Context: an optimization exercise on an open-source flow, tuned for small area and a short achievable clock period. The choices shown serve that exercise and are no tape-out recipe.
No run shown here included a check of the RTL's function; only the layout flow was run.

==> flow/design.v, too long to show whole: its modules and the start of the top module <==
// module mas_radix_encoder: 25 lines
// module mas_radix_negn: 3 lines
// module mas_radix_two: 3 lines
// module mas_radix_neg: 3 lines
// module mas_radix_xnor: 3 lines
// module mas_radix_sel: 3 lines
// module mas_radix_adder: 10 lines
// module mas_radix_pfx_a: 3 lines
// module mas_radix_pfx_ap: 4 lines
// module mas_radix_pfx_o: 3 lines
// module mas_radix_pfx_op: 4 lines
// module mas_radix_inv: 3 lines
// module mas_radix_fa1: 4 lines
// module mas_radix_ha: 9 lines
// module mas_mul_radix_top: 2411 lines
module mas_mul_radix_top (
  input               clk,
  input               rstn,
  input        [31:0] in1,
  input        [31:0] in2,
  output logic [63:0] res
);
  // ...
==> flow/flow/run.sh <==
#!/bin/bash
# Own layout flow: the standard synthesis and layout, with the port
# buffers made from plain buffers (buffer_ports -buffer_cell) instead of the
# cell buffer_ports picks by itself.  Each tool's output goes to a log here.
set -euo pipefail
bash standard.sh synth > synth.log 2>&1
bash standard.sh "BUFFER_PORTS_ARGS=-buffer_cell sky130_fd_sc_hd__buf_2" finish > layout.log 2>&1
==> flow/standard.sh <==
#!/bin/bash
# synth_recipe.tcl (not shown) runs the flow's synth.tcl, then flattens the netlist and writes it again
# the make line also repeats each setting of config.mk as NAME=value (left out here)
make -C /OpenROAD-flow-scripts/flow DESIGN_CONFIG=/design/flow/config.mk WORK_HOME=/design/flow/orfs CLKGATE_MAP_FILE= SYNTH_SCRIPT=/design/flow/synth_recipe.tcl "${@:-finish}"
==> flow/config.mk <==
export PLATFORM = sky130hd
export DESIGN_NAME = mas_mul_radix_top
export DESIGN_NICKNAME = mas_mul_radix_top
export VERILOG_FILES = /design/flow/design.v
export SDC_FILE = /design/flow/constraint.sdc
export NUM_CORES = 4
export LEC_CHECK = 0
export CAP_MARGIN = 30
export CORE_MARGIN = 2
export CORE_UTILIZATION = 60
export SETUP_SLACK_MARGIN = 5
export SLEW_MARGIN = 50
export SYNTH_HIERARCHICAL = 1
export SYNTH_MINIMUM_KEEP_SIZE = 0
==> flow/constraint.sdc <==
create_clock -name core_clock -period 13.5 [get_ports {clk}]
set_input_delay 2.7000 -clock core_clock [delete_from_list [all_inputs] [get_ports {clk}]]
set_output_delay 2.7000 -clock core_clock [all_outputs]
set_load 0.01 [all_outputs]
==> results.yml, run 1 <==
status:
  status: "finished clean"
global_routing:
  met3_usage: 0.0950
  grt_max_degree: 65
  overflow: 0
  gr-usage-met1: 0.546
timing:
  worst_slew_pin_slew_ps: 766
  fin_ws_ps: 5160
  clock.fmax_ghz: 0.120
  hold_viol_final: 0
  tns_ps: 0
place:
  placedCellCount: 3047
  dp_hpwl_um: 60500
  placed_area_um2: 26000
cells_and_area:
  final_common_cell: "xnor2_1"
  clock_buffers: 12
  largest_register: "res"
  diodes: 0
  fin_util: 0.681
  nFlopsAndLatches: 64
  n_fill_cell: 3219
critical_path:
  startpoint: "in2[17]"
  cp_num_cells: 20
  crit_end: "res[43]$_DFF_PN0_"
  cpLargestDelayFamily: "adder cells"
  cp.buffers_inverters: 6
  cp_common_cell: "fa_1"
yosys:
  synthAdderAreaFrac: 0.457
  synth_top_area_cell: "fa_1"
  synth_commonest_cells: "xnor2_1, o22ai_1, fa_1, inv_1, ha_1"
  ys_async_sr_fraction: 1.00
  synth_top_family_by_area: "adder cells"
  synth_edf_count: 0
floorplan:
  coreArea_um2: 39700
detailed_routing:
  wl_per_cell_um: 26.9
  wl_met3_um: 9310
clocking:
  cts_sinks: 64
  cts_buffers: 9
==> inputs of run 2 (changes only) <==
--- a/flow/design.v
+++ b/flow/design.v
@@ -18,25 +18,16 @@
   for (j = 0; j < 32; j = j + 1) begin : g_x
     mas_radix_xnor x (.a(in1[j]), .b(in2[2]), .y(un[j+1]));
   end
   for (j = 0; j < 33; j = j + 1) begin : g_s
     mas_radix_sel s (.one_n(one_n), .u1_n(un[j+1]), .two_n(two_n), .u2_n(un[j]), .y(res[j]));
   end
 endgenerate
 endmodule
-module mas_radix_negn (input [2:0] b, output y);
-assign y = ~b[2] | (b[1] & b[0]);
-endmodule
-module mas_radix_two (input b2, b1, one_n, output y);
-assign y = ~(one_n & (b2 ^ b1));
-endmodule
-module mas_radix_neg (input [2:0] b, output y);
-assign y = b[2] & ~(b[1] & b[0]);
-endmodule
 module mas_radix_xnor (input a, b, output y);
 assign y = ~(a ^ b);
 endmodule
 module mas_radix_sel (input one_n, u1_n, two_n, u2_n, output y);
 assign y = ~((one_n | u1_n) & (two_n | u2_n));
 endmodule
 module mas_radix_adder (
   input  a,
@@ -57,16 +48,19 @@
 endmodule
 module mas_radix_pfx_o (input gh, ph, gl, output g);
 assign g = ~(gh & (ph | gl));
 endmodule
 module mas_radix_pfx_op (input gh, ph, gl, pl, output g, p);
 assign g = ~(gh & (ph | gl));
 assign p = ~(ph | pl);
 endmodule
+module mas_radix_nand2 (input a, b, output y);
+assign y = ~(a & b);
+endmodule
 module mas_radix_inv (input a, output y);
 assign y = ~a;
 endmodule
 module mas_radix_fa1 (input a, b, output s, co);
 assign s  = ~(a ^ b);
 assign co = a | b;
 endmodule
 module mas_radix_ha (
@@ -1220,332 +1214,137 @@
 wire pg1149;
 wire pp1150;
 wire pg1151;
 wire pp1152;
 wire pg1153;
 wire pp1154;
 wire pg1155;
 wire pp1156;
-wire iv1157;
+wire pg1157;
 wire pg1158;
-wire pg1159;
-wire iv1160;
-wire pg1161;
-wire iv1162;
+wire pp1159;
+wire pg1160;
+wire pp1161;
+wire pg1162;
 wire pp1163;
 wire pg1164;
 wire pp1165;
-wire iv1166;
-wire pg1167;
-wire iv1168;
+wire pg1166;
+wire pp1167;
+wire pg1168;
 wire pp1169;
 wire pg1170;
 wire pp1171;
-wire iv1172;
-wire pg1173;
-wire iv1174;
+wire pg1172;
+wire pp1173;
+wire pg1174;
 wire pp1175;
 wire pg1176;
 wire pp1177;
-wire iv1178;
-wire pg1179;
-wire iv1180;
+wire pg1178;
+wire pp1179;
+wire pg1180;
 wire pp1181;
 wire pg1182;
 wire pp1183;
-wire iv1184;
-wire pg1185;
-wire iv1186;
-wire pp1187;
-wire pg1188;
-wire pp1189;
-wire iv1190;
+wire pg1184;
+wire pp1185;
+wire pg1186;
+wire pg1187;
+wire pp1188;
+wire pg1189;
+wire pp1190;
 wire pg1191;
-wire iv1192;
-wire pp1193;
-wire pg1194;
-wire pp1195;
-wire iv1196;
+wire pp1192;
+wire pg1193;
+wire pp1194;
+wire pg1195;
+wire pp1196;
 wire pg1197;
-wire iv1198;
-wire pp1199;
+wire pp1198;
+wire pg1199;
 wire pg1200;
 wire pp1201;
-wire iv1202;
-wire pg1203;
-wire iv1204;
-wire pp1205;
+wire pg1202;
+wire pp1203;
+wire pg1204;
+wire iv1205;
 wire pg1206;
-wire pp1207;
-wire iv1208;
+wire iv1207;
+wire pg1208;
 wire pg1209;
-wire iv1210;
-wire pp1211;
+wire pg1210;
+wire iv1211;
 wire pg1212;
-wire pp1213;
-wire iv1214;
+wire pg1213;
+wire pg1214;
 wire pg1215;
-wire iv1216;
-wire pp1217;
+wire pg1216;
+wire iv1217;
 wire pg1218;
-wire pp1219;
+wire pg1219;
 wire iv1220;
 wire pg1221;
-wire iv1222;
-wire pp1223;
+wire pg1222;
+wire pg1223;
 wire pg1224;
-wire pp1225;
+wire pg1225;
 wire iv1226;
 wire pg1227;
-wire iv1228;
-wire pp1229;
+wire pg1228;
+wire pg1229;
 wire pg1230;
-wire pp1231;
-wire iv1232;
+wire iv1231;
+wire pg1232;
 wire pg1233;
-wire iv1234;
-wire pp1235;
-wire pg1236;
-wire pp1237;
-wire iv1238;
-wire pg1239;
-wire iv1240;
-wire pp1241;
+wire pg1234;
+wire pg1235;
+wire iv1236;
+wire pg1237;
+wire pg1238;
+wire iv1239;
+wire pg1240;
+wire pg1241;
 wire pg1242;
-wire pp1243;
-wire iv1244;
-wire pg1245;
-wire iv1246;
-wire pp1247;
+wire pg1243;
+wire pg1244;
+wire iv1245;
+wire pg1246;
+wire pg1247;
 wire pg1248;
-wire iv1249;
-wire pg1250;
+wire pg1249;
+wire iv1250;
 wire pg1251;
 wire pg1252;
 wire pg1253;
-wire pp1254;
-wire pg1255;
-wire pp1256;
-wire iv1257;
-wire iv1258;
+wire pg1254;
+wire iv1255;
+wire pg1256;
+wire pg1257;
+wire pg1258;
 wire pg1259;
-wire pp1260;
+wire iv1260;
 wire pg1261;
-wire pp1262;
+wire pg1262;
 wire pg1263;
-wire pp1264;
-wire pg1265;
-wire pp1266;
-wire iv1267;
-wire iv1268;
+wire pg1264;
+wire iv1265;
+wire pg1266;
+wire pg1267;
+wire pg1268;
 wire pg1269;
-wire pp1270;
+wire iv1270;
 wire pg1271;
-wire pp1272;
+wire pg1272;
 wire pg1273;
-wire pp1274;
-wire pg1275;
-wire pp1276;
-wire iv1277;
-wire iv1278;
-wire pg1279;
-wire pp1280;
-wire pg1281;
-wire pp1282;
-wire pg1283;
-wire pp1284;
-wire pg1285;
-wire pp1286;
-wire iv1287;
-wire iv1288;
-wire pg1289;
-wire pp1290;
-wire pg1291;
-wire pp1292;
-wire pg1293;
-wire pp1294;
-wire pg1295;
-wire pp1296;
-wire iv1297;
-wire iv1298;
-wire pg1299;
-wire pp1300;
-wire pg1301;
-wire pp1302;
-wire pg1303;
-wire pp1304;
-wire pg1305;
-wire pp1306;
-wire iv1307;
-wire iv1308;
-wire pg1309;
-wire pp1310;
-wire pg1311;
-wire pp1312;
-wire pg1313;
-wire pp1314;
-wire pg1315;
-wire pp1316;
-wire iv1317;
-wire iv1318;
-wire pg1319;
-wire pp1320;
-wire iv1321;
-wire pg1322;
-wire pg1323;
-wire pg1324;
-wire pg1325;
-wire pg1326;
-wire pg1327;
-wire pg1328;
-wire pg1329;
-wire iv1330;
-wire pg1331;
-wire iv1332;
-wire pp1333;
-wire pg1334;
-wire pp1335;
-wire pg1336;
-wire pp1337;
-wire pg1338;
-wire pp1339;
-wire pg1340;
-wire pp1341;
-wire pg1342;
-wire pp1343;
-wire pg1344;
-wire pp1345;
-wire pg1346;
-wire pp1347;
-wire iv1348;
-wire pg1349;
-wire iv1350;
-wire pp1351;
-wire pg1352;
-wire pp1353;
-wire pg1354;
-wire pp1355;
-wire pg1356;
-wire pp1357;
-wire pg1358;
-wire pp1359;
-wire pg1360;
-wire pp1361;
-wire pg1362;
-wire pp1363;
-wire pg1364;
-wire pp1365;
-wire iv1366;
-wire pg1367;
-wire iv1368;
-wire pp1369;
-wire pg1370;
-wire pp1371;
-wire pg1372;
-wire pp1373;
-wire pg1374;
-wire pp1375;
-wire pg1376;
-wire pp1377;
-wire pg1378;
-wire pp1379;
-wire pg1380;
-wire pp1381;
-wire pg1382;
-wire iv1383;
-wire pg1384;
-wire pg1385;
-wire pg1386;
-wire pg1387;
-wire pg1388;
-wire pg1389;
-wire pg1390;
-wire pg1391;
-wire pg1392;
-wire pg1393;
-wire pg1394;
-wire pg1395;
-wire pg1396;
-wire pg1397;
-wire pg1398;
-wire pg1399;
-wire pp1400;
-wire pg1401;
-wire pp1402;
-wire iv1403;
-wire iv1404;
-wire pg1405;
-wire pp1406;
-wire pg1407;
-wire pp1408;
-wire iv1409;
-wire iv1410;
-wire pg1411;
-wire pp1412;
-wire iv1413;
-wire iv1414;
-wire pg1415;
-wire pp1416;
-wire iv1417;
-wire iv1418;
-wire pg1419;
-wire pp1420;
-wire pg1421;
-wire pp1422;
-wire iv1423;
-wire iv1424;
-wire pg1425;
-wire pp1426;
-wire pg1427;
-wire pp1428;
-wire pg1429;
-wire pp1430;
-wire iv1431;
-wire iv1432;
-wire pg1433;
-wire pp1434;
-wire pg1435;
-wire pp1436;
-wire pg1437;
-wire pp1438;
-wire pg1439;
-wire pp1440;
-wire iv1441;
-wire pg1442;
-wire pg1443;
-wire pg1444;
-wire pg1445;
-wire pg1446;
-wire pg1447;
-wire pg1448;
-wire pg1449;
-wire pg1450;
-wire pg1451;
-wire pg1452;
-wire pg1453;
-wire pg1454;
-wire pg1455;
-wire pg1456;
-wire pg1457;
-wire pg1458;
-wire pg1459;
-wire pg1460;
-wire pg1461;
-wire pg1462;
-wire pg1463;
-wire pg1464;
-wire pg1465;
-wire pg1466;
-wire pg1467;
-wire pg1468;
-wire pg1469;
-wire pg1470;
-wire pg1471;
-wire pg1472;
+wire pg1274;
+wire iv1275;
+wire pg1276;
+wire pg1277;
 wire [32:0] pp1;
 mas_radix_encoder enc0 (.in1(in1), .in2({in2[1],in2[0],1'b0}), .flag(ng2), .flag_n(nn3), .res(pp1));
 wire [32:0] pp4;
 mas_radix_encoder enc1 (.in1(in1), .in2({in2[3],in2[2],in2[1]}), .flag(ng5), .flag_n(nn6), .res(pp4));
 wire [32:0] pp7;
 mas_radix_encoder enc2 (.in1(in1), .in2({in2[5],in2[4],in2[3]}), .flag(ng8), .flag_n(nn9), .res(pp7));
 wire [32:0] pp10;
 mas_radix_encoder enc3 (.in1(in1), .in2({in2[7],in2[6],in2[5]}), .flag(ng11), .flag_n(nn12), .res(pp10));
@@ -2192,300 +1991,177 @@
 mas_radix_pfx_ap npg1141 (.gh(g0[47]), .ph(p0[47]), .gl(g0[46]), .pl(p0[46]), .g(pg1141), .p(pp1142));
 mas_radix_pfx_ap npg1143 (.gh(g0[49]), .ph(p0[49]), .gl(g0[48]), .pl(p0[48]), .g(pg1143), .p(pp1144));
 mas_radix_pfx_ap npg1145 (.gh(g0[51]), .ph(p0[51]), .gl(g0[50]), .pl(p0[50]), .g(pg1145), .p(pp1146));
 mas_radix_pfx_ap npg1147 (.gh(g0[53]), .ph(p0[53]), .gl(g0[52]), .pl(p0[52]), .g(pg1147), .p(pp1148));
 mas_radix_pfx_ap npg1149 (.gh(g0[55]), .ph(p0[55]), .gl(g0[54]), .pl(p0[54]), .g(pg1149), .p(pp1150));
 mas_radix_pfx_ap npg1151 (.gh(g0[57]), .ph(p0[57]), .gl(g0[56]), .pl(p0[56]), .g(pg1151), .p(pp1152));
 mas_radix_pfx_ap npg1153 (.gh(g0[59]), .ph(p0[59]), .gl(g0[58]), .pl(p0[58]), .g(pg1153), .p(pp1154));
 mas_radix_pfx_ap npg1155 (.gh(g0[61]), .ph(p0[61]), .gl(g0[60]), .pl(p0[60]), .g(pg1155), .p(pp1156));
-mas_radix_inv iiv1157 (.a(pg1096), .y(iv1157));
-mas_radix_pfx_a npg1158 (.gh(g0[2]), .ph(p0[2]), .gl(iv1157), .g(pg1158));
-mas_radix_pfx_o npg1159 (.gh(pg1097), .ph(pp1098), .gl(pg1096), .g(pg1159));
-mas_radix_inv iiv1160 (.a(pg1099), .y(iv1160));
-mas_radix_inv iiv1162 (.a(pp1100), .y(iv1162));
-mas_radix_pfx_ap npg1161 (.gh(g0[6]), .ph(p0[6]), .gl(iv1160), .pl(iv1162), .g(pg1161), .p(pp1163));
-mas_radix_pfx_op npg1164 (.gh(pg1101), .ph(pp1102), .gl(pg1099), .pl(pp1100), .g(pg1164), .p(pp1165));
-mas_radix_inv iiv1166 (.a(pg1103), .y(iv1166));
-mas_radix_inv iiv1168 (.a(pp1104), .y(iv1168));
-mas_radix_pfx_ap npg1167 (.gh(g0[10]), .ph(p0[10]), .gl(iv1166), .pl(iv1168), .g(pg1167), .p(pp1169));
-mas_radix_pfx_op npg1170 (.gh(pg1105), .ph(pp1106), .gl(pg1103), .pl(pp1104), .g(pg1170), .p(pp1171));
-mas_radix_inv iiv1172 (.a(pg1107), .y(iv1172));
-mas_radix_inv iiv1174 (.a(pp1108), .y(iv1174));
-mas_radix_pfx_ap npg1173 (.gh(g0[14]), .ph(p0[14]), .gl(iv1172), .pl(iv1174), .g(pg1173), .p(pp1175));
-mas_radix_pfx_op npg1176 (.gh(pg1109), .ph(pp1110), .gl(pg1107), .pl(pp1108), .g(pg1176), .p(pp1177));
-mas_radix_inv iiv1178 (.a(pg1111), .y(iv1178));
-mas_radix_inv iiv1180 (.a(pp1112), .y(iv1180));
-mas_radix_pfx_ap npg1179 (.gh(g0[18]), .ph(p0[18]), .gl(iv1178), .pl(iv1180), .g(pg1179), .p(pp1181));
-mas_radix_pfx_op npg1182 (.gh(pg1113), .ph(pp1114), .gl(pg1111), .pl(pp1112), .g(pg1182), .p(pp1183));
-mas_radix_inv iiv1184 (.a(pg1115), .y(iv1184));
-mas_radix_inv iiv1186 (.a(pp1116), .y(iv1186));
-mas_radix_pfx_ap npg1185 (.gh(g0[22]), .ph(p0[22]), .gl(iv1184), .pl(iv1186), .g(pg1185), .p(pp1187));
-mas_radix_pfx_op npg1188 (.gh(pg1117), .ph(pp1118), .gl(pg1115), .pl(pp1116), .g(pg1188), .p(pp1189));
-mas_radix_inv iiv1190 (.a(pg1119), .y(iv1190));
-mas_radix_inv iiv1192 (.a(pp1120), .y(iv1192));
-mas_radix_pfx_ap npg1191 (.gh(g0[26]), .ph(p0[26]), .gl(iv1190), .pl(iv1192), .g(pg1191), .p(pp1193));
-mas_radix_pfx_op npg1194 (.gh(pg1121), .ph(pp1122), .gl(pg1119), .pl(pp1120), .g(pg1194), .p(pp1195));
-mas_radix_inv iiv1196 (.a(pg1123), .y(iv1196));
-mas_radix_inv iiv1198 (.a(pp1124), .y(iv1198));
-mas_radix_pfx_ap npg1197 (.gh(g0[30]), .ph(p0[30]), .gl(iv1196), .pl(iv1198), .g(pg1197), .p(pp1199));
-mas_radix_pfx_op npg1200 (.gh(pg1125), .ph(pp1126), .gl(pg1123), .pl(pp1124), .g(pg1200), .p(pp1201));
-mas_radix_inv iiv1202 (.a(pg1127), .y(iv1202));
-mas_radix_inv iiv1204 (.a(pp1128), .y(iv1204));
-mas_radix_pfx_ap npg1203 (.gh(g0[34]), .ph(p0[34]), .gl(iv1202), .pl(iv1204), .g(pg1203), .p(pp1205));
-mas_radix_pfx_op npg1206 (.gh(pg1129), .ph(pp1130), .gl(pg1127), .pl(pp1128), .g(pg1206), .p(pp1207));
-mas_radix_inv iiv1208 (.a(pg1131), .y(iv1208));
-mas_radix_inv iiv1210 (.a(pp1132), .y(iv1210));
-mas_radix_pfx_ap npg1209 (.gh(g0[38]), .ph(p0[38]), .gl(iv1208), .pl(iv1210), .g(pg1209), .p(pp1211));
-mas_radix_pfx_op npg1212 (.gh(pg1133), .ph(pp1134), .gl(pg1131), .pl(pp1132), .g(pg1212), .p(pp1213));
-mas_radix_inv iiv1214 (.a(pg1135), .y(iv1214));
-mas_radix_inv iiv1216 (.a(pp1136), .y(iv1216));
-mas_radix_pfx_ap npg1215 (.gh(g0[42]), .ph(p0[42]), .gl(iv1214), .pl(iv1216), .g(pg1215), .p(pp1217));
-mas_radix_pfx_op npg1218 (.gh(pg1137), .ph(pp1138), .gl(pg1135), .pl(pp1136), .g(pg1218), .p(pp1219));
-mas_radix_inv iiv1220 (.a(pg1139), .y(iv1220));
-mas_radix_inv iiv1222 (.a(pp1140), .y(iv1222));
-mas_radix_pfx_ap npg1221 (.gh(g0[46]), .ph(p0[46]), .gl(iv1220), .pl(iv1222), .g(pg1221), .p(pp1223));
-mas_radix_pfx_op npg1224 (.gh(pg1141), .ph(pp1142), .gl(pg1139), .pl(pp1140), .g(pg1224), .p(pp1225));
-mas_radix_inv iiv1226 (.a(pg1143), .y(iv1226));
-mas_radix_inv iiv1228 (.a(pp1144), .y(iv1228));
-mas_radix_pfx_ap npg1227 (.gh(g0[50]), .ph(p0[50]), .gl(iv1226), .pl(iv1228), .g(pg1227), .p(pp1229));
-mas_radix_pfx_op npg1230 (.gh(pg1145), .ph(pp1146), .gl(pg1143), .pl(pp1144), .g(pg1230), .p(pp1231));
-mas_radix_inv iiv1232 (.a(pg1147), .y(iv1232));
-mas_radix_inv iiv1234 (.a(pp1148), .y(iv1234));
-mas_radix_pfx_ap npg1233 (.gh(g0[54]), .ph(p0[54]), .gl(iv1232), .pl(iv1234), .g(pg1233), .p(pp1235));
-mas_radix_pfx_op npg1236 (.gh(pg1149), .ph(pp1150), .gl(pg1147), .pl(pp1148), .g(pg1236), .p(pp1237));
-mas_radix_inv iiv1238 (.a(pg1151), .y(iv1238));
-mas_radix_inv iiv1240 (.a(pp1152), .y(iv1240));
-mas_radix_pfx_ap npg1239 (.gh(g0[58]), .ph(p0[58]), .gl(iv1238), .pl(iv1240), .g(pg1239), .p(pp1241));
-mas_radix_pfx_op npg1242 (.gh(pg1153), .ph(pp1154), .gl(pg1151), .pl(pp1152), .g(pg1242), .p(pp1243));
-mas_radix_inv iiv1244 (.a(pg1155), .y(iv1244));
-mas_radix_inv iiv1246 (.a(pp1156), .y(iv1246));
-mas_radix_pfx_ap npg1245 (.gh(g0[62]), .ph(p0[62]), .gl(iv1244), .pl(iv1246), .g(pg1245), .p(pp1247));
-mas_radix_pfx_a npg1248 (.gh(g0[4]), .ph(p0[4]), .gl(pg1159), .g(pg1248));
-mas_radix_inv iiv1249 (.a(pg1159), .y(iv1249));
-mas_radix_pfx_o npg1250 (.gh(pg1099), .ph(pp1100), .gl(iv1249), .g(pg1250));
-mas_radix_pfx_o npg1251 (.gh(pg1161), .ph(pp1163), .gl(iv1249), .g(pg1251));
-mas_radix_pfx_a npg1252 (.gh(pg1164), .ph(pp1165), .gl(pg1159), .g(pg1252));
-mas_radix_pfx_ap npg1253 (.gh(g0[12]), .ph(p0[12]), .gl(pg1170), .pl(pp1171), .g(pg1253), .p(pp1254));
-mas_radix_pfx_ap npg1255 (.gh(iv1172), .ph(iv1174), .gl(pg1170), .pl(pp1171), .g(pg1255), .p(pp1256));
-mas_radix_inv iiv1257 (.a(pg1173), .y(iv1257));
-mas_radix_inv iiv1258 (.a(pp1175), .y(iv1258));
-mas_radix_pfx_ap npg1259 (.gh(iv1257), .ph(iv1258), .gl(pg1170), .pl(pp1171), .g(pg1259), .p(pp1260));
-mas_radix_pfx_ap npg1261 (.gh(pg1176), .ph(pp1177), .gl(pg1170), .pl(pp1171), .g(pg1261), .p(pp1262));
-mas_radix_pfx_ap npg1263 (.gh(g0[20]), .ph(p0[20]), .gl(pg1182), .pl(pp1183), .g(pg1263), .p(pp1264));
-mas_radix_pfx_ap npg1265 (.gh(iv1184), .ph(iv1186), .gl(pg1182), .pl(pp1183), .g(pg1265), .p(pp1266));
-mas_radix_inv iiv1267 (.a(pg1185), .y(iv1267));
-mas_radix_inv iiv1268 (.a(pp1187), .y(iv1268));
-mas_radix_pfx_ap npg1269 (.gh(iv1267), .ph(iv1268), .gl(pg1182), .pl(pp1183), .g(pg1269), .p(pp1270));
-mas_radix_pfx_ap npg1271 (.gh(pg1188), .ph(pp1189), .gl(pg1182), .pl(pp1183), .g(pg1271), .p(pp1272));
-mas_radix_pfx_ap npg1273 (.gh(g0[28]), .ph(p0[28]), .gl(pg1194), .pl(pp1195), .g(pg1273), .p(pp1274));
-mas_radix_pfx_ap npg1275 (.gh(iv1196), .ph(iv1198), .gl(pg1194), .pl(pp1195), .g(pg1275), .p(pp1276));
-mas_radix_inv iiv1277 (.a(pg1197), .y(iv1277));
-mas_radix_inv iiv1278 (.a(pp1199), .y(iv1278));
-mas_radix_pfx_ap npg1279 (.gh(iv1277), .ph(iv1278), .gl(pg1194), .pl(pp1195), .g(pg1279), .p(pp1280));
-mas_radix_pfx_ap npg1281 (.gh(pg1200), .ph(pp1201), .gl(pg1194), .pl(pp1195), .g(pg1281), .p(pp1282));
-mas_radix_pfx_ap npg1283 (.gh(g0[36]), .ph(p0[36]), .gl(pg1206), .pl(pp1207), .g(pg1283), .p(pp1284));
-mas_radix_pfx_ap npg1285 (.gh(iv1208), .ph(iv1210), .gl(pg1206), .pl(pp1207), .g(pg1285), .p(pp1286));
-mas_radix_inv iiv1287 (.a(pg1209), .y(iv1287));
-mas_radix_inv iiv1288 (.a(pp1211), .y(iv1288));
-mas_radix_pfx_ap npg1289 (.gh(iv1287), .ph(iv1288), .gl(pg1206), .pl(pp1207), .g(pg1289), .p(pp1290));
-mas_radix_pfx_ap npg1291 (.gh(pg1212), .ph(pp1213), .gl(pg1206), .pl(pp1207), .g(pg1291), .p(pp1292));
-mas_radix_pfx_ap npg1293 (.gh(g0[44]), .ph(p0[44]), .gl(pg1218), .pl(pp1219), .g(pg1293), .p(pp1294));
-mas_radix_pfx_ap npg1295 (.gh(iv1220), .ph(iv1222), .gl(pg1218), .pl(pp1219), .g(pg1295), .p(pp1296));
-mas_radix_inv iiv1297 (.a(pg1221), .y(iv1297));
-mas_radix_inv iiv1298 (.a(pp1223), .y(iv1298));
-mas_radix_pfx_ap npg1299 (.gh(iv1297), .ph(iv1298), .gl(pg1218), .pl(pp1219), .g(pg1299), .p(pp1300));
-mas_radix_pfx_ap npg1301 (.gh(pg1224), .ph(pp1225), .gl(pg1218), .pl(pp1219), .g(pg1301), .p(pp1302));
-mas_radix_pfx_ap npg1303 (.gh(g0[52]), .ph(p0[52]), .gl(pg1230), .pl(pp1231), .g(pg1303), .p(pp1304));
-mas_radix_pfx_ap npg1305 (.gh(iv1232), .ph(iv1234), .gl(pg1230), .pl(pp1231), .g(pg1305), .p(pp1306));
-mas_radix_inv iiv1307 (.a(pg1233), .y(iv1307));
-mas_radix_inv iiv1308 (.a(pp1235), .y(iv1308));
-mas_radix_pfx_ap npg1309 (.gh(iv1307), .ph(iv1308), .gl(pg1230), .pl(pp1231), .g(pg1309), .p(pp1310));
-mas_radix_pfx_ap npg1311 (.gh(pg1236), .ph(pp1237), .gl(pg1230), .pl(pp1231), .g(pg1311), .p(pp1312));
-mas_radix_pfx_ap npg1313 (.gh(g0[60]), .ph(p0[60]), .gl(pg1242), .pl(pp1243), .g(pg1313), .p(pp1314));
-mas_radix_pfx_ap npg1315 (.gh(iv1244), .ph(iv1246), .gl(pg1242), .pl(pp1243), .g(pg1315), .p(pp1316));
-mas_radix_inv iiv1317 (.a(pg1245), .y(iv1317));
-mas_radix_inv iiv1318 (.a(pp1247), .y(iv1318));
-mas_radix_pfx_ap npg1319 (.gh(iv1317), .ph(iv1318), .gl(pg1242), .pl(pp1243), .g(pg1319), .p(pp1320));
-mas_radix_inv iiv1321 (.a(pg1252), .y(iv1321));
-mas_radix_pfx_a npg1322 (.gh(g0[8]), .ph(p0[8]), .gl(iv1321), .g(pg1322));
-mas_radix_pfx_o npg1323 (.gh(pg1103), .ph(pp1104), .gl(pg1252), .g(pg1323));
-mas_radix_pfx_o npg1324 (.gh(pg1167), .ph(pp1169), .gl(pg1252), .g(pg1324));
-mas_radix_pfx_a npg1325 (.gh(pg1170), .ph(pp1171), .gl(iv1321), .g(pg1325));
-mas_radix_pfx_o npg1326 (.gh(pg1253), .ph(pp1254), .gl(pg1252), .g(pg1326));
-mas_radix_pfx_o npg1327 (.gh(pg1255), .ph(pp1256), .gl(pg1252), .g(pg1327));
-mas_radix_pfx_o npg1328 (.gh(pg1259), .ph(pp1260), .gl(pg1252), .g(pg1328));
-mas_radix_pfx_o npg1329 (.gh(pg1261), .ph(pp1262), .gl(pg1252), .g(pg1329));
-mas_radix_inv iiv1330 (.a(pg1271), .y(iv1330));
-mas_radix_inv iiv1332 (.a(pp1272), .y(iv1332));
-mas_radix_pfx_ap npg1331 (.gh(g0[24]), .ph(p0[24]), .gl(iv1330), .pl(iv1332), .g(pg1331), .p(pp1333));
-mas_radix_pfx_op npg1334 (.gh(pg1119), .ph(pp1120), .gl(pg1271), .pl(pp1272), .g(pg1334), .p(pp1335));
-mas_radix_pfx_op npg1336 (.gh(pg1191), .ph(pp1193), .gl(pg1271), .pl(pp1272), .g(pg1336), .p(pp1337));
-mas_radix_pfx_ap npg1338 (.gh(pg1194), .ph(pp1195), .gl(iv1330), .pl(iv1332), .g(pg1338), .p(pp1339));
-mas_radix_pfx_op npg1340 (.gh(pg1273), .ph(pp1274), .gl(pg1271), .pl(pp1272), .g(pg1340), .p(pp1341));
-mas_radix_pfx_op npg1342 (.gh(pg1275), .ph(pp1276), .gl(pg1271), .pl(pp1272), .g(pg1342), .p(pp1343));
-mas_radix_pfx_op npg1344 (.gh(pg1279), .ph(pp1280), .gl(pg1271), .pl(pp1272), .g(pg1344), .p(pp1345));
-mas_radix_pfx_op npg1346 (.gh(pg1281), .ph(pp1282), .gl(pg1271), .pl(pp1272), .g(pg1346), .p(pp1347));
-mas_radix_inv iiv1348 (.a(pg1291), .y(iv1348));
-mas_radix_inv iiv1350 (.a(pp1292), .y(iv1350));
-mas_radix_pfx_ap npg1349 (.gh(g0[40]), .ph(p0[40]), .gl(iv1348), .pl(iv1350), .g(pg1349), .p(pp1351));
-mas_radix_pfx_op npg1352 (.gh(pg1135), .ph(pp1136), .gl(pg1291), .pl(pp1292), .g(pg1352), .p(pp1353));
-mas_radix_pfx_op npg1354 (.gh(pg1215), .ph(pp1217), .gl(pg1291), .pl(pp1292), .g(pg1354), .p(pp1355));
-mas_radix_pfx_ap npg1356 (.gh(pg1218), .ph(pp1219), .gl(iv1348), .pl(iv1350), .g(pg1356), .p(pp1357));
-mas_radix_pfx_op npg1358 (.gh(pg1293), .ph(pp1294), .gl(pg1291), .pl(pp1292), .g(pg1358), .p(pp1359));
-mas_radix_pfx_op npg1360 (.gh(pg1295), .ph(pp1296), .gl(pg1291), .pl(pp1292), .g(pg1360), .p(pp1361));
-mas_radix_pfx_op npg1362 (.gh(pg1299), .ph(pp1300), .gl(pg1291), .pl(pp1292), .g(pg1362), .p(pp1363));
-mas_radix_pfx_op npg1364 (.gh(pg1301), .ph(pp1302), .gl(pg1291), .pl(pp1292), .g(pg1364), .p(pp1365));
-mas_radix_inv iiv1366 (.a(pg1311), .y(iv1366));
-mas_radix_inv iiv1368 (.a(pp1312), .y(iv1368));
-mas_radix_pfx_ap npg1367 (.gh(g0[56]), .ph(p0[56]), .gl(iv1366), .pl(iv1368), .g(pg1367), .p(pp1369));
-mas_radix_pfx_op npg1370 (.gh(pg1151), .ph(pp1152), .gl(pg1311), .pl(pp1312), .g(pg1370), .p(pp1371));
-mas_radix_pfx_op npg1372 (.gh(pg1239), .ph(pp1241), .gl(pg1311), .pl(pp1312), .g(pg1372), .p(pp1373));
-mas_radix_pfx_ap npg1374 (.gh(pg1242), .ph(pp1243), .gl(iv1366), .pl(iv1368), .g(pg1374), .p(pp1375));
-mas_radix_pfx_op npg1376 (.gh(pg1313), .ph(pp1314), .gl(pg1311), .pl(pp1312), .g(pg1376), .p(pp1377));
-mas_radix_pfx_op npg1378 (.gh(pg1315), .ph(pp1316), .gl(pg1311), .pl(pp1312), .g(pg1378), .p(pp1379));
-mas_radix_pfx_op npg1380 (.gh(pg1319), .ph(pp1320), .gl(pg1311), .pl(pp1312), .g(pg1380), .p(pp1381));
-mas_radix_pfx_a npg1382 (.gh(g0[16]), .ph(p0[16]), .gl(pg1329), .g(pg1382));
-mas_radix_inv iiv1383 (.a(pg1329), .y(iv1383));
-mas_radix_pfx_o npg1384 (.gh(pg1111), .ph(pp1112), .gl(iv1383), .g(pg1384));
-mas_radix_pfx_o npg1385 (.gh(pg1179), .ph(pp1181), .gl(iv1383), .g(pg1385));
-mas_radix_pfx_a npg1386 (.gh(pg1182), .ph(pp1183), .gl(pg1329), .g(pg1386));
-mas_radix_pfx_o npg1387 (.gh(pg1263), .ph(pp1264), .gl(iv1383), .g(pg1387));
-mas_radix_pfx_o npg1388 (.gh(pg1265), .ph(pp1266), .gl(iv1383), .g(pg1388));
-mas_radix_pfx_o npg1389 (.gh(pg1269), .ph(pp1270), .gl(iv1383), .g(pg1389));
-mas_radix_pfx_o npg1390 (.gh(pg1271), .ph(pp1272), .gl(iv1383), .g(pg1390));
-mas_radix_pfx_o npg1391 (.gh(pg1331), .ph(pp1333), .gl(iv1383), .g(pg1391));
-mas_radix_pfx_a npg1392 (.gh(pg1334), .ph(pp1335), .gl(pg1329), .g(pg1392));
-mas_radix_pfx_a npg1393 (.gh(pg1336), .ph(pp1337), .gl(pg1329), .g(pg1393));
-mas_radix_pfx_o npg1394 (.gh(pg1338), .ph(pp1339), .gl(iv1383), .g(pg1394));
-mas_radix_pfx_a npg1395 (.gh(pg1340), .ph(pp1341), .gl(pg1329), .g(pg1395));
-mas_radix_pfx_a npg1396 (.gh(pg1342), .ph(pp1343), .gl(pg1329), .g(pg1396));
-mas_radix_pfx_a npg1397 (.gh(pg1344), .ph(pp1345), .gl(pg1329), .g(pg1397));
-mas_radix_pfx_a npg1398 (.gh(pg1346), .ph(pp1347), .gl(pg1329), .g(pg1398));
-mas_radix_pfx_ap npg1399 (.gh(g0[48]), .ph(p0[48]), .gl(pg1364), .pl(pp1365), .g(pg1399), .p(pp1400));
-mas_radix_pfx_ap npg1401 (.gh(iv1226), .ph(iv1228), .gl(pg1364), .pl(pp1365), .g(pg1401), .p(pp1402));
-mas_radix_inv iiv1403 (.a(pg1227), .y(iv1403));
-mas_radix_inv iiv1404 (.a(pp1229), .y(iv1404));
-mas_radix_pfx_ap npg1405 (.gh(iv1403), .ph(iv1404), .gl(pg1364), .pl(pp1365), .g(pg1405), .p(pp1406));
-mas_radix_pfx_ap npg1407 (.gh(pg1230), .ph(pp1231), .gl(pg1364), .pl(pp1365), .g(pg1407), .p(pp1408));
-mas_radix_inv iiv1409 (.a(pg1303), .y(iv1409));
-mas_radix_inv iiv1410 (.a(pp1304), .y(iv1410));
-mas_radix_pfx_ap npg1411 (.gh(iv1409), .ph(iv1410), .gl(pg1364), .pl(pp1365), .g(pg1411), .p(pp1412));
-mas_radix_inv iiv1413 (.a(pg1305), .y(iv1413));
-mas_radix_inv iiv1414 (.a(pp1306), .y(iv1414));
-mas_radix_pfx_ap npg1415 (.gh(iv1413), .ph(iv1414), .gl(pg1364), .pl(pp1365), .g(pg1415), .p(pp1416));
-mas_radix_inv iiv1417 (.a(pg1309), .y(iv1417));
-mas_radix_inv iiv1418 (.a(pp1310), .y(iv1418));
-mas_radix_pfx_ap npg1419 (.gh(iv1417), .ph(iv1418), .gl(pg1364), .pl(pp1365), .g(pg1419), .p(pp1420));
-mas_radix_pfx_ap npg1421 (.gh(iv1366), .ph(iv1368), .gl(pg1364), .pl(pp1365), .g(pg1421), .p(pp1422));
-mas_radix_inv iiv1423 (.a(pg1367), .y(iv1423));
-mas_radix_inv iiv1424 (.a(pp1369), .y(iv1424));
-mas_radix_pfx_ap npg1425 (.gh(iv1423), .ph(iv1424), .gl(pg1364), .pl(pp1365), .g(pg1425), .p(pp1426));
-mas_radix_pfx_ap npg1427 (.gh(pg1370), .ph(pp1371), .gl(pg1364), .pl(pp1365), .g(pg1427), .p(pp1428));
-mas_radix_pfx_ap npg1429 (.gh(pg1372), .ph(pp1373), .gl(pg1364), .pl(pp1365), .g(pg1429), .p(pp1430));
-mas_radix_inv iiv1431 (.a(pg1374), .y(iv1431));
-mas_radix_inv iiv1432 (.a(pp1375), .y(iv1432));
-mas_radix_pfx_ap npg1433 (.gh(iv1431), .ph(iv1432), .gl(pg1364), .pl(pp1365), .g(pg1433), .p(pp1434));
-mas_radix_pfx_ap npg1435 (.gh(pg1376), .ph(pp1377), .gl(pg1364), .pl(pp1365), .g(pg1435), .p(pp1436));
-mas_radix_pfx_ap npg1437 (.gh(pg1378), .ph(pp1379), .gl(pg1364), .pl(pp1365), .g(pg1437), .p(pp1438));
-mas_radix_pfx_ap npg1439 (.gh(pg1380), .ph(pp1381), .gl(pg1364), .pl(pp1365), .g(pg1439), .p(pp1440));
-mas_radix_inv iiv1441 (.a(pg1398), .y(iv1441));
-mas_radix_pfx_a npg1442 (.gh(g0[32]), .ph(p0[32]), .gl(iv1441), .g(pg1442));
-mas_radix_pfx_o npg1443 (.gh(pg1127), .ph(pp1128), .gl(pg1398), .g(pg1443));
-mas_radix_pfx_o npg1444 (.gh(pg1203), .ph(pp1205), .gl(pg1398), .g(pg1444));
-mas_radix_pfx_a npg1445 (.gh(pg1206), .ph(pp1207), .gl(iv1441), .g(pg1445));
-mas_radix_pfx_o npg1446 (.gh(pg1283), .ph(pp1284), .gl(pg1398), .g(pg1446));
-mas_radix_pfx_o npg1447 (.gh(pg1285), .ph(pp1286), .gl(pg1398), .g(pg1447));
-mas_radix_pfx_o npg1448 (.gh(pg1289), .ph(pp1290), .gl(pg1398), .g(pg1448));
-mas_radix_pfx_o npg1449 (.gh(pg1291), .ph(pp1292), .gl(pg1398), .g(pg1449));
-mas_radix_pfx_o npg1450 (.gh(pg1349), .ph(pp1351), .gl(pg1398), .g(pg1450));
-mas_radix_pfx_a npg1451 (.gh(pg1352), .ph(pp1353), .gl(iv1441), .g(pg1451));
-mas_radix_pfx_a npg1452 (.gh(pg1354), .ph(pp1355), .gl(iv1441), .g(pg1452));
-mas_radix_pfx_o npg1453 (.gh(pg1356), .ph(pp1357), .gl(pg1398), .g(pg1453));
-mas_radix_pfx_a npg1454 (.gh(pg1358), .ph(pp1359), .gl(iv1441), .g(pg1454));
-mas_radix_pfx_a npg1455 (.gh(pg1360), .ph(pp1361), .gl(iv1441), .g(pg1455));
-mas_radix_pfx_a npg1456 (.gh(pg1362), .ph(pp1363), .gl(iv1441), .g(pg1456));
-mas_radix_pfx_a npg1457 (.gh(pg1364), .ph(pp1365), .gl(iv1441), .g(pg1457));
-mas_radix_pfx_o npg1458 (.gh(pg1399), .ph(pp1400), .gl(pg1398), .g(pg1458));
-mas_radix_pfx_o npg1459 (.gh(pg1401), .ph(pp1402), .gl(pg1398), .g(pg1459));
-mas_radix_pfx_o npg1460 (.gh(pg1405), .ph(pp1406), .gl(pg1398), .g(pg1460));
-mas_radix_pfx_o npg1461 (.gh(pg1407), .ph(pp1408), .gl(pg1398), .g(pg1461));
-mas_radix_pfx_o npg1462 (.gh(pg1411), .ph(pp1412), .gl(pg1398), .g(pg1462));
-mas_radix_pfx_o npg1463 (.gh(pg1415), .ph(pp1416), .gl(pg1398), .g(pg1463));
-mas_radix_pfx_o npg1464 (.gh(pg1419), .ph(pp1420), .gl(pg1398), .g(pg1464));
-mas_radix_pfx_o npg1465 (.gh(pg1421), .ph(pp1422), .gl(pg1398), .g(pg1465));
-mas_radix_pfx_o npg1466 (.gh(pg1425), .ph(pp1426), .gl(pg1398), .g(pg1466));
-mas_radix_pfx_o npg1467 (.gh(pg1427), .ph(pp1428), .gl(pg1398), .g(pg1467));
-mas_radix_pfx_o npg1468 (.gh(pg1429), .ph(pp1430), .gl(pg1398), .g(pg1468));
-mas_radix_pfx_o npg1469 (.gh(pg1433), .ph(pp1434), .gl(pg1398), .g(pg1469));
-mas_radix_pfx_o npg1470 (.gh(pg1435), .ph(pp1436), .gl(pg1398), .g(pg1470));
-mas_radix_pfx_o npg1471 (.gh(pg1437), .ph(pp1438), .gl(pg1398), .g(pg1471));
-mas_radix_pfx_o npg1472 (.gh(pg1439), .ph(pp1440), .gl(pg1398), .g(pg1472));
+mas_radix_pfx_o npg1157 (.gh(pg1097), .ph(pp1098), .gl(pg1096), .g(pg1157));
+mas_radix_pfx_op npg1158 (.gh(pg1101), .ph(pp1102), .gl(pg1099), .pl(pp1100), .g(pg1158), .p(pp1159));
+mas_radix_pfx_op npg1160 (.gh(pg1105), .ph(pp1106), .gl(pg1103), .pl(pp1104), .g(pg1160), .p(pp1161));
+mas_radix_pfx_op npg1162 (.gh(pg1109), .ph(pp1110), .gl(pg1107), .pl(pp1108), .g(pg1162), .p(pp1163));
+mas_radix_pfx_op npg1164 (.gh(pg1113), .ph(pp1114), .gl(pg1111), .pl(pp1112), .g(pg1164), .p(pp1165));
+mas_radix_pfx_op npg1166 (.gh(pg1117), .ph(pp1118), .gl(pg1115), .pl(pp1116), .g(pg1166), .p(pp1167));
+mas_radix_pfx_op npg1168 (.gh(pg1121), .ph(pp1122), .gl(pg1119), .pl(pp1120), .g(pg1168), .p(pp1169));
+mas_radix_pfx_op npg1170 (.gh(pg1125), .ph(pp1126), .gl(pg1123), .pl(pp1124), .g(pg1170), .p(pp1171));
+mas_radix_pfx_op npg1172 (.gh(pg1129), .ph(pp1130), .gl(pg1127), .pl(pp1128), .g(pg1172), .p(pp1173));
+mas_radix_pfx_op npg1174 (.gh(pg1133), .ph(pp1134), .gl(pg1131), .pl(pp1132), .g(pg1174), .p(pp1175));
+mas_radix_pfx_op npg1176 (.gh(pg1137), .ph(pp1138), .gl(pg1135), .pl(pp1136), .g(pg1176), .p(pp1177));
+mas_radix_pfx_op npg1178 (.gh(pg1141), .ph(pp1142), .gl(pg1139), .pl(pp1140), .g(pg1178), .p(pp1179));
+mas_radix_pfx_op npg1180 (.gh(pg1145), .ph(pp1146), .gl(pg1143), .pl(pp1144), .g(pg1180), .p(pp1181));
+mas_radix_pfx_op npg1182 (.gh(pg1149), .ph(pp1150), .gl(pg1147), .pl(pp1148), .g(pg1182), .p(pp1183));
+mas_radix_pfx_op npg1184 (.gh(pg1153), .ph(pp1154), .gl(pg1151), .pl(pp1152), .g(pg1184), .p(pp1185));
+mas_radix_pfx_a npg1186 (.gh(pg1158), .ph(pp1159), .gl(pg1157), .g(pg1186));
+mas_radix_pfx_ap npg1187 (.gh(pg1162), .ph(pp1163), .gl(pg1160), .pl(pp1161), .g(pg1187), .p(pp1188));
+mas_radix_pfx_ap npg1189 (.gh(pg1166), .ph(pp1167), .gl(pg1164), .pl(pp1165), .g(pg1189), .p(pp1190));
+mas_radix_pfx_ap npg1191 (.gh(pg1170), .ph(pp1171), .gl(pg1168), .pl(pp1169), .g(pg1191), .p(pp1192));
+mas_radix_pfx_ap npg1193 (.gh(pg1174), .ph(pp1175), .gl(pg1172), .pl(pp1173), .g(pg1193), .p(pp1194));
+mas_radix_pfx_ap npg1195 (.gh(pg1178), .ph(pp1179), .gl(pg1176), .pl(pp1177), .g(pg1195), .p(pp1196));
+mas_radix_pfx_ap npg1197 (.gh(pg1182), .ph(pp1183), .gl(pg1180), .pl(pp1181), .g(pg1197), .p(pp1198));
+mas_radix_pfx_o npg1199 (.gh(pg1187), .ph(pp1188), .gl(pg1186), .g(pg1199));
+mas_radix_pfx_op npg1200 (.gh(pg1191), .ph(pp1192), .gl(pg1189), .pl(pp1190), .g(pg1200), .p(pp1201));
+mas_radix_pfx_op npg1202 (.gh(pg1195), .ph(pp1196), .gl(pg1193), .pl(pp1194), .g(pg1202), .p(pp1203));
+mas_radix_pfx_a npg1204 (.gh(pg1200), .ph(pp1201), .gl(pg1199), .g(pg1204));
+mas_radix_inv iiv1205 (.a(pg1204), .y(iv1205));
+mas_radix_pfx_a npg1206 (.gh(pg1202), .ph(pp1203), .gl(iv1205), .g(pg1206));
+mas_radix_inv iiv1207 (.a(pg1199), .y(iv1207));
+mas_radix_pfx_o npg1208 (.gh(pg1189), .ph(pp1190), .gl(iv1207), .g(pg1208));
+mas_radix_pfx_o npg1209 (.gh(pg1193), .ph(pp1194), .gl(pg1204), .g(pg1209));
+mas_radix_pfx_o npg1210 (.gh(pg1197), .ph(pp1198), .gl(pg1206), .g(pg1210));
+mas_radix_inv iiv1211 (.a(pg1186), .y(iv1211));
+mas_radix_pfx_a npg1212 (.gh(pg1160), .ph(pp1161), .gl(iv1211), .g(pg1212));
+mas_radix_pfx_a npg1213 (.gh(pg1164), .ph(pp1165), .gl(pg1199), .g(pg1213));
+mas_radix_pfx_a npg1214 (.gh(pg1168), .ph(pp1169), .gl(pg1208), .g(pg1214));
+mas_radix_pfx_a npg1215 (.gh(pg1172), .ph(pp1173), .gl(iv1205), .g(pg1215));
+mas_radix_pfx_a npg1216 (.gh(pg1176), .ph(pp1177), .gl(pg1209), .g(pg1216));
+mas_radix_inv iiv1217 (.a(pg1206), .y(iv1217));
+mas_radix_pfx_a npg1218 (.gh(pg1180), .ph(pp1181), .gl(iv1217), .g(pg1218));
+mas_radix_pfx_a npg1219 (.gh(pg1184), .ph(pp1185), .gl(pg1210), .g(pg1219));
+mas_radix_inv iiv1220 (.a(pg1157), .y(iv1220));
+mas_radix_pfx_o npg1221 (.gh(pg1099), .ph(pp1100), .gl(iv1220), .g(pg1221));
+mas_radix_pfx_o npg1222 (.gh(pg1103), .ph(pp1104), .gl(pg1186), .g(pg1222));
+mas_radix_pfx_o npg1223 (.gh(pg1107), .ph(pp1108), .gl(pg1212), .g(pg1223));
+mas_radix_pfx_o npg1224 (.gh(pg1111), .ph(pp1112), .gl(iv1207), .g(pg1224));
+mas_radix_pfx_o npg1225 (.gh(pg1115), .ph(pp1116), .gl(pg1213), .g(pg1225));
+mas_radix_inv iiv1226 (.a(pg1208), .y(iv1226));
+mas_radix_pfx_o npg1227 (.gh(pg1119), .ph(pp1120), .gl(iv1226), .g(pg1227));
+mas_radix_pfx_o npg1228 (.gh(pg1123), .ph(pp1124), .gl(pg1214), .g(pg1228));
+mas_radix_pfx_o npg1229 (.gh(pg1127), .ph(pp1128), .gl(pg1204), .g(pg1229));
+mas_radix_pfx_o npg1230 (.gh(pg1131), .ph(pp1132), .gl(pg1215), .g(pg1230));
+mas_radix_inv iiv1231 (.a(pg1209), .y(iv1231));
+mas_radix_pfx_o npg1232 (.gh(pg1135), .ph(pp1136), .gl(iv1231), .g(pg1232));
+mas_radix_pfx_o npg1233 (.gh(pg1139), .ph(pp1140), .gl(pg1216), .g(pg1233));
+mas_radix_pfx_o npg1234 (.gh(pg1143), .ph(pp1144), .gl(pg1206), .g(pg1234));
+mas_radix_pfx_o npg1235 (.gh(pg1147), .ph(pp1148), .gl(pg1218), .g(pg1235));
+mas_radix_inv iiv1236 (.a(pg1210), .y(iv1236));
+mas_radix_pfx_o npg1237 (.gh(pg1151), .ph(pp1152), .gl(iv1236), .g(pg1237));
+mas_radix_pfx_o npg1238 (.gh(pg1155), .ph(pp1156), .gl(pg1219), .g(pg1238));
+mas_radix_inv iiv1239 (.a(pg1096), .y(iv1239));
+mas_radix_pfx_a npg1240 (.gh(g0[2]), .ph(p0[2]), .gl(iv1239), .g(pg1240));
+mas_radix_pfx_a npg1241 (.gh(g0[4]), .ph(p0[4]), .gl(pg1157), .g(pg1241));
+mas_radix_pfx_a npg1242 (.gh(g0[6]), .ph(p0[6]), .gl(pg1221), .g(pg1242));
+mas_radix_pfx_a npg1243 (.gh(g0[8]), .ph(p0[8]), .gl(iv1211), .g(pg1243));
+mas_radix_pfx_a npg1244 (.gh(g0[10]), .ph(p0[10]), .gl(pg1222), .g(pg1244));
+mas_radix_inv iiv1245 (.a(pg1212), .y(iv1245));
+mas_radix_pfx_a npg1246 (.gh(g0[12]), .ph(p0[12]), .gl(iv1245), .g(pg1246));
+mas_radix_pfx_a npg1247 (.gh(g0[14]), .ph(p0[14]), .gl(pg1223), .g(pg1247));
+mas_radix_pfx_a npg1248 (.gh(g0[16]), .ph(p0[16]), .gl(pg1199), .g(pg1248));
+mas_radix_pfx_a npg1249 (.gh(g0[18]), .ph(p0[18]), .gl(pg1224), .g(pg1249));
+mas_radix_inv iiv1250 (.a(pg1213), .y(iv1250));
+mas_radix_pfx_a npg1251 (.gh(g0[20]), .ph(p0[20]), .gl(iv1250), .g(pg1251));
+mas_radix_pfx_a npg1252 (.gh(g0[22]), .ph(p0[22]), .gl(pg1225), .g(pg1252));
+mas_radix_pfx_a npg1253 (.gh(g0[24]), .ph(p0[24]), .gl(pg1208), .g(pg1253));
+mas_radix_pfx_a npg1254 (.gh(g0[26]), .ph(p0[26]), .gl(pg1227), .g(pg1254));
+mas_radix_inv iiv1255 (.a(pg1214), .y(iv1255));
+mas_radix_pfx_a npg1256 (.gh(g0[28]), .ph(p0[28]), .gl(iv1255), .g(pg1256));
+mas_radix_pfx_a npg1257 (.gh(g0[30]), .ph(p0[30]), .gl(pg1228), .g(pg1257));
+mas_radix_pfx_a npg1258 (.gh(g0[32]), .ph(p0[32]), .gl(iv1205), .g(pg1258));
+mas_radix_pfx_a npg1259 (.gh(g0[34]), .ph(p0[34]), .gl(pg1229), .g(pg1259));
+mas_radix_inv iiv1260 (.a(pg1215), .y(iv1260));
+mas_radix_pfx_a npg1261 (.gh(g0[36]), .ph(p0[36]), .gl(iv1260), .g(pg1261));
+mas_radix_pfx_a npg1262 (.gh(g0[38]), .ph(p0[38]), .gl(pg1230), .g(pg1262));
+mas_radix_pfx_a npg1263 (.gh(g0[40]), .ph(p0[40]), .gl(pg1209), .g(pg1263));
+mas_radix_pfx_a npg1264 (.gh(g0[42]), .ph(p0[42]), .gl(pg1232), .g(pg1264));
+mas_radix_inv iiv1265 (.a(pg1216), .y(iv1265));
+mas_radix_pfx_a npg1266 (.gh(g0[44]), .ph(p0[44]), .gl(iv1265), .g(pg1266));
+mas_radix_pfx_a npg1267 (.gh(g0[46]), .ph(p0[46]), .gl(pg1233), .g(pg1267));
+mas_radix_pfx_a npg1268 (.gh(g0[48]), .ph(p0[48]), .gl(iv1217), .g(pg1268));
+mas_radix_pfx_a npg1269 (.gh(g0[50]), .ph(p0[50]), .gl(pg1234), .g(pg1269));
+mas_radix_inv iiv1270 (.a(pg1218), .y(iv1270));
+mas_radix_pfx_a npg1271 (.gh(g0[52]), .ph(p0[52]), .gl(iv1270), .g(pg1271));
+mas_radix_pfx_a npg1272 (.gh(g0[54]), .ph(p0[54]), .gl(pg1235), .g(pg1272));
+mas_radix_pfx_a npg1273 (.gh(g0[56]), .ph(p0[56]), .gl(pg1210), .g(pg1273));
+mas_radix_pfx_a npg1274 (.gh(g0[58]), .ph(p0[58]), .gl(pg1237), .g(pg1274));
+mas_radix_inv iiv1275 (.a(pg1219), .y(iv1275));
+mas_radix_pfx_a npg1276 (.gh(g0[60]), .ph(p0[60]), .gl(iv1275), .g(pg1276));
+mas_radix_pfx_a npg1277 (.gh(g0[62]), .ph(p0[62]), .gl(pg1238), .g(pg1277));
 wire [63:0] res_w;
 assign res_w[0] = p0[0];
 assign res_w[1] = p0[1] ^ g0[0];
 assign res_w[2] = ~p0[2] ^ pg1096;
-assign res_w[3] = ~p0[3] ^ pg1158;
-assign res_w[4] = p0[4] ^ pg1159;
-assign res_w[5] = ~p0[5] ^ pg1248;
-assign res_w[6] = p0[6] ^ pg1250;
-assign res_w[7] = p0[7] ^ pg1251;
-assign res_w[8] = ~p0[8] ^ pg1252;
-assign res_w[9] = ~p0[9] ^ pg1322;
-assign res_w[10] = p0[10] ^ pg1323;
-assign res_w[11] = p0[11] ^ pg1324;
-assign res_w[12] = ~p0[12] ^ pg1325;
-assign res_w[13] = p0[13] ^ pg1326;
-assign res_w[14] = p0[14] ^ pg1327;
-assign res_w[15] = p0[15] ^ pg1328;
-assign res_w[16] = p0[16] ^ pg1329;
-assign res_w[17] = ~p0[17] ^ pg1382;
-assign res_w[18] = p0[18] ^ pg1384;
-assign res_w[19] = p0[19] ^ pg1385;
-assign res_w[20] = ~p0[20] ^ pg1386;
-assign res_w[21] = p0[21] ^ pg1387;
-assign res_w[22] = p0[22] ^ pg1388;
-assign res_w[23] = p0[23] ^ pg1389;
-assign res_w[24] = p0[24] ^ pg1390;
-assign res_w[25] = p0[25] ^ pg1391;
-assign res_w[26] = ~p0[26] ^ pg1392;
-assign res_w[27] = ~p0[27] ^ pg1393;
-assign res_w[28] = p0[28] ^ pg1394;
-assign res_w[29] = ~p0[29] ^ pg1395;
-assign res_w[30] = ~p0[30] ^ pg1396;
-assign res_w[31] = ~p0[31] ^ pg1397;
-assign res_w[32] = ~p0[32] ^ pg1398;
-assign res_w[33] = ~p0[33] ^ pg1442;
-assign res_w[34] = p0[34] ^ pg1443;
-assign res_w[35] = p0[35] ^ pg1444;
-assign res_w[36] = ~p0[36] ^ pg1445;
-assign res_w[37] = p0[37] ^ pg1446;
-assign res_w[38] = p0[38] ^ pg1447;
-assign res_w[39] = p0[39] ^ pg1448;
-assign res_w[40] = p0[40] ^ pg1449;
-assign res_w[41] = p0[41] ^ pg1450;
-assign res_w[42] = ~p0[42] ^ pg1451;
-assign res_w[43] = ~p0[43] ^ pg1452;
-assign res_w[44] = p0[44] ^ pg1453;
-assign res_w[45] = ~p0[45] ^ pg1454;
-assign res_w[46] = ~p0[46] ^ pg1455;
-assign res_w[47] = ~p0[47] ^ pg1456;
-assign res_w[48] = ~p0[48] ^ pg1457;
-assign res_w[49] = p0[49] ^ pg1458;
-assign res_w[50] = p0[50] ^ pg1459;
-assign res_w[51] = p0[51] ^ pg1460;
-assign res_w[52] = p0[52] ^ pg1461;
-assign res_w[53] = p0[53] ^ pg1462;
-assign res_w[54] = p0[54] ^ pg1463;
-assign res_w[55] = p0[55] ^ pg1464;
-assign res_w[56] = p0[56] ^ pg1465;
-assign res_w[57] = p0[57] ^ pg1466;
-assign res_w[58] = p0[58] ^ pg1467;
-assign res_w[59] = p0[59] ^ pg1468;
-assign res_w[60] = p0[60] ^ pg1469;
-assign res_w[61] = p0[61] ^ pg1470;
-assign res_w[62] = p0[62] ^ pg1471;
-assign res_w[63] = p0[63] ^ pg1472;
+assign res_w[3] = ~p0[3] ^ pg1240;
+assign res_w[4] = p0[4] ^ pg1157;
+assign res_w[5] = ~p0[5] ^ pg1241;
+assign res_w[6] = p0[6] ^ pg1221;
+assign res_w[7] = ~p0[7] ^ pg1242;
+assign res_w[8] = ~p0[8] ^ pg1186;
+assign res_w[9] = ~p0[9] ^ pg1243;
+assign res_w[10] = p0[10] ^ pg1222;
+assign res_w[11] = ~p0[11] ^ pg1244;
+assign res_w[12] = ~p0[12] ^ pg1212;
+assign res_w[13] = ~p0[13] ^ pg1246;
+assign res_w[14] = p0[14] ^ pg1223;
+assign res_w[15] = ~p0[15] ^ pg1247;
+assign res_w[16] = p0[16] ^ pg1199;
+assign res_w[17] = ~p0[17] ^ pg1248;
+assign res_w[18] = p0[18] ^ pg1224;
+assign res_w[19] = ~p0[19] ^ pg1249;
+assign res_w[20] = ~p0[20] ^ pg1213;
+assign res_w[21] = ~p0[21] ^ pg1251;
+assign res_w[22] = p0[22] ^ pg1225;
+assign res_w[23] = ~p0[23] ^ pg1252;
+assign res_w[24] = p0[24] ^ pg1208;
+assign res_w[25] = ~p0[25] ^ pg1253;
+assign res_w[26] = p0[26] ^ pg1227;
+assign res_w[27] = ~p0[27] ^ pg1254;
+assign res_w[28] = ~p0[28] ^ pg1214;
+assign res_w[29] = ~p0[29] ^ pg1256;
+assign res_w[30] = p0[30] ^ pg1228;
+assign res_w[31] = ~p0[31] ^ pg1257;
+assign res_w[32] = ~p0[32] ^ pg1204;
+assign res_w[33] = ~p0[33] ^ pg1258;
+assign res_w[34] = p0[34] ^ pg1229;
+assign res_w[35] = ~p0[35] ^ pg1259;
+assign res_w[36] = ~p0[36] ^ pg1215;
+assign res_w[37] = ~p0[37] ^ pg1261;
+assign res_w[38] = p0[38] ^ pg1230;
+assign res_w[39] = ~p0[39] ^ pg1262;
+assign res_w[40] = p0[40] ^ pg1209;
+assign res_w[41] = ~p0[41] ^ pg1263;
+assign res_w[42] = p0[42] ^ pg1232;
+assign res_w[43] = ~p0[43] ^ pg1264;
+assign res_w[44] = ~p0[44] ^ pg1216;
+assign res_w[45] = ~p0[45] ^ pg1266;
+assign res_w[46] = p0[46] ^ pg1233;
+assign res_w[47] = ~p0[47] ^ pg1267;
+assign res_w[48] = ~p0[48] ^ pg1206;
+assign res_w[49] = ~p0[49] ^ pg1268;
+assign res_w[50] = p0[50] ^ pg1234;
+assign res_w[51] = ~p0[51] ^ pg1269;
+assign res_w[52] = ~p0[52] ^ pg1218;
+assign res_w[53] = ~p0[53] ^ pg1271;
+assign res_w[54] = p0[54] ^ pg1235;
+assign res_w[55] = ~p0[55] ^ pg1272;
+assign res_w[56] = p0[56] ^ pg1210;
+assign res_w[57] = ~p0[57] ^ pg1273;
+assign res_w[58] = p0[58] ^ pg1237;
+assign res_w[59] = ~p0[59] ^ pg1274;
+assign res_w[60] = ~p0[60] ^ pg1219;
+assign res_w[61] = ~p0[61] ^ pg1276;
+assign res_w[62] = p0[62] ^ pg1238;
+assign res_w[63] = ~p0[63] ^ pg1277;
 always_ff @(posedge clk, negedge rstn) begin
   if (!rstn) res <= '0;
   else       res <= res_w;
 end
 endmodule
==> run 2 against run 1 <==
Area after synthesis decreased by 4.2%. Sequential share of layout area hardly changed. Count of clock-buffer cells in the layout increased by 1. Synthesized cell count down 8.3%. Design area hardly changed. Still clean. Die area down 4.1%.
==> results.yml, run 2 <==
status:
  status: "finished clean"
cells_and_area:
  final_common_cell: "xnor2_1"
  n_fill_cell: 2898
  areaGrowthSynthToFinish_pct: 17.0
  seqCellArea_um2: 1600
  design_area_um2: 27000
  layout_common_cells: "xnor2_1, o22ai_1, fa_1, ha_1, buf_2"
  multi_input_area_um2: 21600
  nets: 3081
  final_layout_size_suffix_gt1_frac: 0.193
  largest_reg_flops: 64
  reg_top3: "res (64)"
  largest_register: "res"
yosys:
  syn_inst: 2146
  synth.top_cell.area_share: 0.406
  ys_seq_area_frac: 0.0693
  synthFlopType: "dfrtp_1"
  ys_top_cells_by_area: "fa_1, xnor2_1, o22ai_1"
  ys_async_sr_fraction: 1.00
  yosysMostFrequentCell: "xnor2_1"
  synth-warning-count: 7
  synth_area_um2: 23100
  synth_top_area_cell: "fa_1"
  ys_types: 17
  synth_edf_count: 0
  synth_commonest_cells: "xnor2_1, o22ai_1, fa_1, ha_1, inv_1"
  avgSynthCellArea_um2: 10.8
  synth-seq-cells: 64
detailed_routing:
  drtIter0Drc: 2067
  via_per_inst: 6.92
  vias: 20300
  drc: 0
  drt-total-wl_um: 84100
  wl_per_cell_um: 28.7
  firstDrtPassIters: 5
  antenna_left: 0
timing:
  worst_slew_pin_slew_ps: 782
  grt_setup_unrepaired: "false"
  clock.fmax_ghz: 0.118
  finalMaxSlewViolations: 0
  fin_crit_ps: 8450
  finalSetupViolCount: 0
  period_share: 0.626
  tns_ps: 0
  relSlewSlack: 0.479
  hold_viol_final: 0
worst_hold_path:
  hp-class: "primary input to async pin"
floorplan:
  ios: 130
  fp.dieW_um: 200
  initial_core_util: 0.611
  die_area_um2: 40100
  coreArea_um2: 37800
  die_h_um: 200
  rows: 71
global_routing:
  groute.usage.overall: 0.418
  overflow: 0
  antenna_found_initial: 2
  grt_pass1_vias: 21700
  grt_max_degree: 65
  grt_first_pass_wirelength_um: 126000
place:
  dp_hpwl_um: 59500
  placed_area_um2: 25000
  io_buffers: 129
  place.gp.congestion: 0.986
clocking:
  clockRootBuffer: "clkbuf_16"
  clk_pin_slew_worst_paths_ps: 60
  cts_tree: "built"
  cts_buffers: 9
  h-tree-depth: 3
  cts_sinks: 64
  max-clock-path-buffers: 2
critical_path:
  cp_data_required_time_ps: 13780
  critical_path.endpoint_type: "flip-flop"
  path_max_fanout: 19
  worstSetupPathType: "primary input to flip-flop"
  cp-start-kind: "primary input"
  arrival_ps: 8730
run:
  max_cap_violations: 0
==> run 2: cell types whose count changed in the layout (fill, tap and decap cells not counted), moves of 15 or more <==
cell,before,now
xor2_1,41,21
o21ai_1,40,16
buf_4,60,80
nor2_1,55,40
inv_1,157,103
a21oi_2,119,78
xnor2_1,534,552
nand2_1,91,35
==> run 2: kinds of logic (layout without fill, tap and decap cells) <==
logic type | after synthesis | in the layout | share of synthesized area
AO/OA/AOI/OAI | 658 | 660 | 0.186
adder cells (fa/ha/maj) | 600 | 600 | 0.477
XOR/XNOR | 575 | 575 | 0.218
AND/OR/NAND/NOR | 132 | 132 | 0.0301
buffers and inverters | 116 | 385 | 0.0190
flip-flops | 64 | 64 | 0.0693
other | 1 | 5 | 0.000162
==> run 2: path summary, 6_finish.rpt <==
kind / endpoint / depth (start not counted) / start / slack [ps]
hold / removal: res[7]$_DFF_PN0_ / 1 / rstn / 2310
setup / recovery: res[63]$_DFF_PN0_ / 24 / in2[7] / 5050
min in group core_clock: res[1]$_DFF_PN0_ / 4 / in1[1] / 3140
max in group asynchronous: res[48]$_DFF_PN0_ / 1 / rstn / 10750
==> run 2: worst max-delay path, stage by stage <==
cell	delay, ps
buf_2	160
buf_12	180
ha_4	310
clkinvlp_4	160
buf_4	210
buf_4	150
o22ai_2	160
fa_1	500
fa_2	580
fa_1	440
fa_1	400
fa_1	520
fa_1	470
ha_4	320
nand2_1	100
nor2_4	170
nand2_1	140
nor2_2	160
a21oi_4	120
o21ai_4	210
a21oi_2	110
o21ai_2	210
a21oi_2	80
xnor2_1	120
==> run 2: timing repair <==
item / CTS / global route
resized for setup: 84 / 81
pin swaps: 3 / 13
hold buffers: 0 / 0
setup endpoints to repair: 34 / 17
gates cloned: 9 / 10
buffers inserted: 30 / 24
==> run 2: final cells by class <==
class	instances	area share
Timing Repair inverter	1	0.000278
Sequential cell	64	0.0592
Multi-Input combinational cell	1971	0.798
Clock inverter	3	0.00148
Inverter	113	0.0164
Clock buffer	13	0.00963
Timing Repair Buffer	255	0.0908
Tap cell	511	0.0237
Antenna cell	1	0.0000926
==> run 2: Yosys stat by module, one instance, submodules excluded, excerpt <==
module / copies in the design / flops+latches / cells inside / cell area (µm²)
mas_radix_inv: 37 / 0 / 1 / 3.75
mas_radix_ha: 104 / 0 / 1 / 12.5
mas_radix_xnor: 512 / 0 / 1 / 8.76
mas_radix_pfx_o: 20 / 0 / 1 / 5.00
mas_radix_sel: 528 / 0 / 1 / 6.26
mas_radix_encoder: 16 / 0 / 7 / 41.3
mas_radix_adder: 469 / 0 / 1 / 20.0
mas_radix_pfx_a: 42 / 0 / 1 / 8.76
mas_radix_fa1: 11 / 0 / 5 / 27.5
mas_radix_pfx_op: 16 / 0 / 2 / 12.5
mas_mul_radix_top: 1 / 64 / 163 / 2410
==> run 2: metrics by stage <==
step                setup WS, ps  cells  utilization  hold WS [ps]
CTS                         5000   2896        0.691          2330
global route                4940   2931        0.714          2360
global placement            3600   2836        0.657          2860
floorplan                   5000   2149            -          2400
detailed placement          3520   2841        0.661          2750
finish                      5050   2932        0.714          2310
==> run 2: routing by layer <==
| layer | up-vias | part of all wire | GRT usage |
|---|---|---|---|
| met2 | 1424 | 0.46 | 0.667 |
| li1 | 8310 | - | - |
| met4 | 0 | 0.075 | 0.248 |
| met5 | - | 0 | 0 |
| met3 | 449 | 0.12 | 0.112 |
| met1 | 10100 | 0.35 | 0.512 |

==> what the ideal ports hide <==
The flow's constraints put no driver on any port. The routed layouts listed below were extracted and timed again, unchanged, in two steps. Step 1: set_driving_cell puts a clkbuf_16 on clk and a buf_2 on each other input, an assumption about the parent block. Step 2, shift: input delay + t, output delay - t, t = (earliest + latest rising clock arrival at the registers) / 2. This alone moves slack from input paths to output paths. Slacks: no drivers / after step 1 / after step 2; pairs: no drivers / after step 1.
run | shift t [ns] | slack for setup (ns) | hold WS [ns] | worst setup path at the end | worst data-port slew with drivers (ns)
run 1 | 0.445 | 5.158 / 5.189 / 4.744 | 2.308 / 2.282 / 2.727 | input to register | 0.09
run 2 | 0.442 | 5.050 / 5.088 / 4.647 | 2.305 / 2.289 / 2.730 | input to register | 0.05
After both steps every run listed still meets setup and hold. For run 1, which loses most, drivers alone change the setup slack by +0.031 ns; drivers and shift together by -0.414 ns.
